From an optimization exercise on the open Yosys and OpenROAD flow, aimed at small area; shortcuts taken in it are not production practice.
Only simulation tests tie the RTL to the original design; equivalence was not proved.
Power and IR drop assume default switching activity.

run 1:
// Interfaz
module Interfaz(
    input wire clk,reset,
    input wire instrucciones,ProgramarCrono,ring,
    input wire [7:0] cursor,
    input wire Escribir,
    output wire  [11:0] rgbO,
    output wire hsync,vsync,
    output wire video_on,
    input wire [7:0] datos0,datos1,datos2,datos3,datos4,datos5,datos6,datos7,datos8,
    datos9,datos10,
    output wire [18:0] mem_addr,
    output wire mem_en,
    input wire [11:0] mem_data
    );
Size in the first run: ~770 cells after synthesis, about 140 flip-flops, about 7800 um^2 of cells after synthesis.
Settings: LEC_CHECK=0, CAP_MARGIN=0, CORE_MARGIN=2, CORE_UTILIZATION=40, GPL_TIMING_DRIVEN=0, PLACE_DENSITY=0.6, SLEW_MARGIN=0; clock period 10.0 ns.
standard.sh (not shown) runs the stock make flow with config.mk's settings and CLKGATE_MAP_FILE= SYNTH_SCRIPT=/design/flow/synth_recipe.tcl, a recipe that flattens the netlist after the stock synthesis.
==> flow/flow/run.sh <==
#!/bin/bash
# Standard ORFS layout with these changes:
#  - synthesis is the standard flow's own script, except that ABC maps the logic with an
#    area-oriented script (flow/abc_area.script); registers are untouched;
#  - the port buffers use the smallest buffer cell;
#  - clock tree synthesis adds no dummy loads and uses small clock buffers.
# Every tool's log stays under orfs/logs/; make's output goes to flow_make.log.
set -euo pipefail
W=$(pwd)
{
  head -n 1 synth_recipe.tcl
  cat <<EOT
proc abc {args} {
  set i [lsearch -exact \$args -script]
  if {\$i >= 0} { lset args [expr {\$i + 1}] $W/flow/abc_area.script }
  yosys abc {*}\$args
}
EOT
  tail -n +2 synth_recipe.tcl
} > own_synth.tcl
sed "s|SYNTH_SCRIPT=[^ ]*|SYNTH_SCRIPT=$W/own_synth.tcl|" standard.sh > own_standard.sh
export BUFFER_PORTS_ARGS="-buffer_cell sky130_fd_sc_hd__buf_1"
export CTS_ARGS="-sink_clustering_enable -repair_clock_nets -dont_use_dummy_load -buf_list sky130_fd_sc_hd__clkbuf_8 -sink_clustering_size 24 -sink_clustering_max_diameter 120"
bash own_standard.sh finish > flow_make.log 2>&1
==> flow/flow/abc_area.script <==
&get -n
&st
&deepsyn -T 60
&st
&dch -f
&nf -R 1000
&put
Every stage of the flow completed for run 1, and the final layout passed the timing, design-rule and antenna checks.
Input-level comparison between run 2 and run 1:
==> flow/flow/abc_area.script <==
&get -n
&st
&deepsyn -J 200 -T 900
&st
&dch -f
&nf -R 1000
&put
==> comparison <==
- Run 2 | stages: all done | timing, DRC, antenna: all pass
- Re top fanout value on the critical path: no difference whatsoever between run 1 and run 2.
- Comparing run 2 against run 1, there is no change at all in routed wire length.
- Area after synthesis came out exactly the same in run 1 and run 2.
- Run 1 -> run 2: routed length on met3 delta 0, exact match
- Any difference in placer's final routability congestion estimate between run 2 and run 1 is small enough to ignore.
- | first-iteration DRC count | run 1 vs run 2 | ≈ equal |
- Run 1 -> run 2: critical path depth delta 0, exact match
- Reported for run 1 and run 2, number of H-tree branching levels turned out identical to the last digit.
- As far as number of well taps goes, run 2 and run 1 are indistinguishable; the numbers are identical.
What run 3 does differently from run 2 at the input level:
- a change of PLACE_DENSITY from 0.6 to 0.8
- a change of CORE_UTILIZATION from 40 to 65
--- a/flow/flow/run.sh
+++ b/flow/flow/run.sh
@@ -23 +23 @@
-export CTS_ARGS="-sink_clustering_enable -repair_clock_nets -dont_use_dummy_load -buf_list sky130_fd_sc_hd__clkbuf_8 -sink_clustering_size 24 -sink_clustering_max_diameter 120"
+export CTS_ARGS="-sink_clustering_enable -repair_clock_nets -dont_use_dummy_load -buf_list sky130_fd_sc_hd__clkbuf_8"
--- outcome ---
Run 3: full flow OK, the timing, design-rule and antenna checks passed. Run 3: initial core utilization is 25 points higher than what run 2 reported. The core of run 3 is more densely filled than that of run 2. Final total power: run 2 vs run 3, no meaningful difference.
Changes in run 4 relative to run 3:
--- a/flow/flow/run.sh
+++ b/flow/flow/run.sh
@@ -23 +23 @@
-export CTS_ARGS="-sink_clustering_enable -repair_clock_nets -dont_use_dummy_load -buf_list sky130_fd_sc_hd__clkbuf_8"
+export CTS_ARGS="-sink_clustering_enable -repair_clock_nets -dont_use_dummy_load -root_buf sky130_fd_sc_hd__clkbuf_8 -buf_list sky130_fd_sc_hd__clkbuf_4"
==> comparison <==
- Per the comparison of run 4 with run 3, area growth from synthesis to final layout fell by 1.3 points, global-route wire length before repair fell by 1.1%.
- For the final design utilization, run 4 came in 0.85 points lower than run 3 did.
- Run 4 — multi-input gate share of total cell area 0.40 points higher, run 3 as reference
- Compared with run 3, run 4 shows a worst setup slack after layout that is 0.013 ns lower.
- Run 4 finished all stages; the layout is clean.
- Cmp run 4 and run 3 / met1 demand-to-capacity share in global routing / lower: run 4
- Total of fill cells in the finished design grows slightly when moving from run 3 to run 4.

[re-timing with driven ports]
Ports are ideal in the flow. The routed layouts listed here were re-timed in OpenROAD. Step 1 assumes that a clkbuf_16 drives the clock port and a buf_2 every other input. Step 2 adds t to the input delays and takes it off the output delays; t is the mean of the earliest and latest rising clock arrival at the registers after step 1. Input paths then give back, and output paths get back, about the clock's delay inside the block. Slacks: ideal ports / drivers / drivers and shift; pairs: ideal ports / drivers.
run	t, ns	setup slack, ns	worst slew at a driven data input, ns
run 1	0.464	0.381 / 0.341 / 0.805	0.04
run 2	0.464	0.381 / 0.341 / 0.805	0.04
run 3	0.466	0.329 / 0.289 / 0.755	0.04
run 4	0.463	0.316 / 0.276 / 0.739	0.04
After both steps every run listed still meets setup and hold.
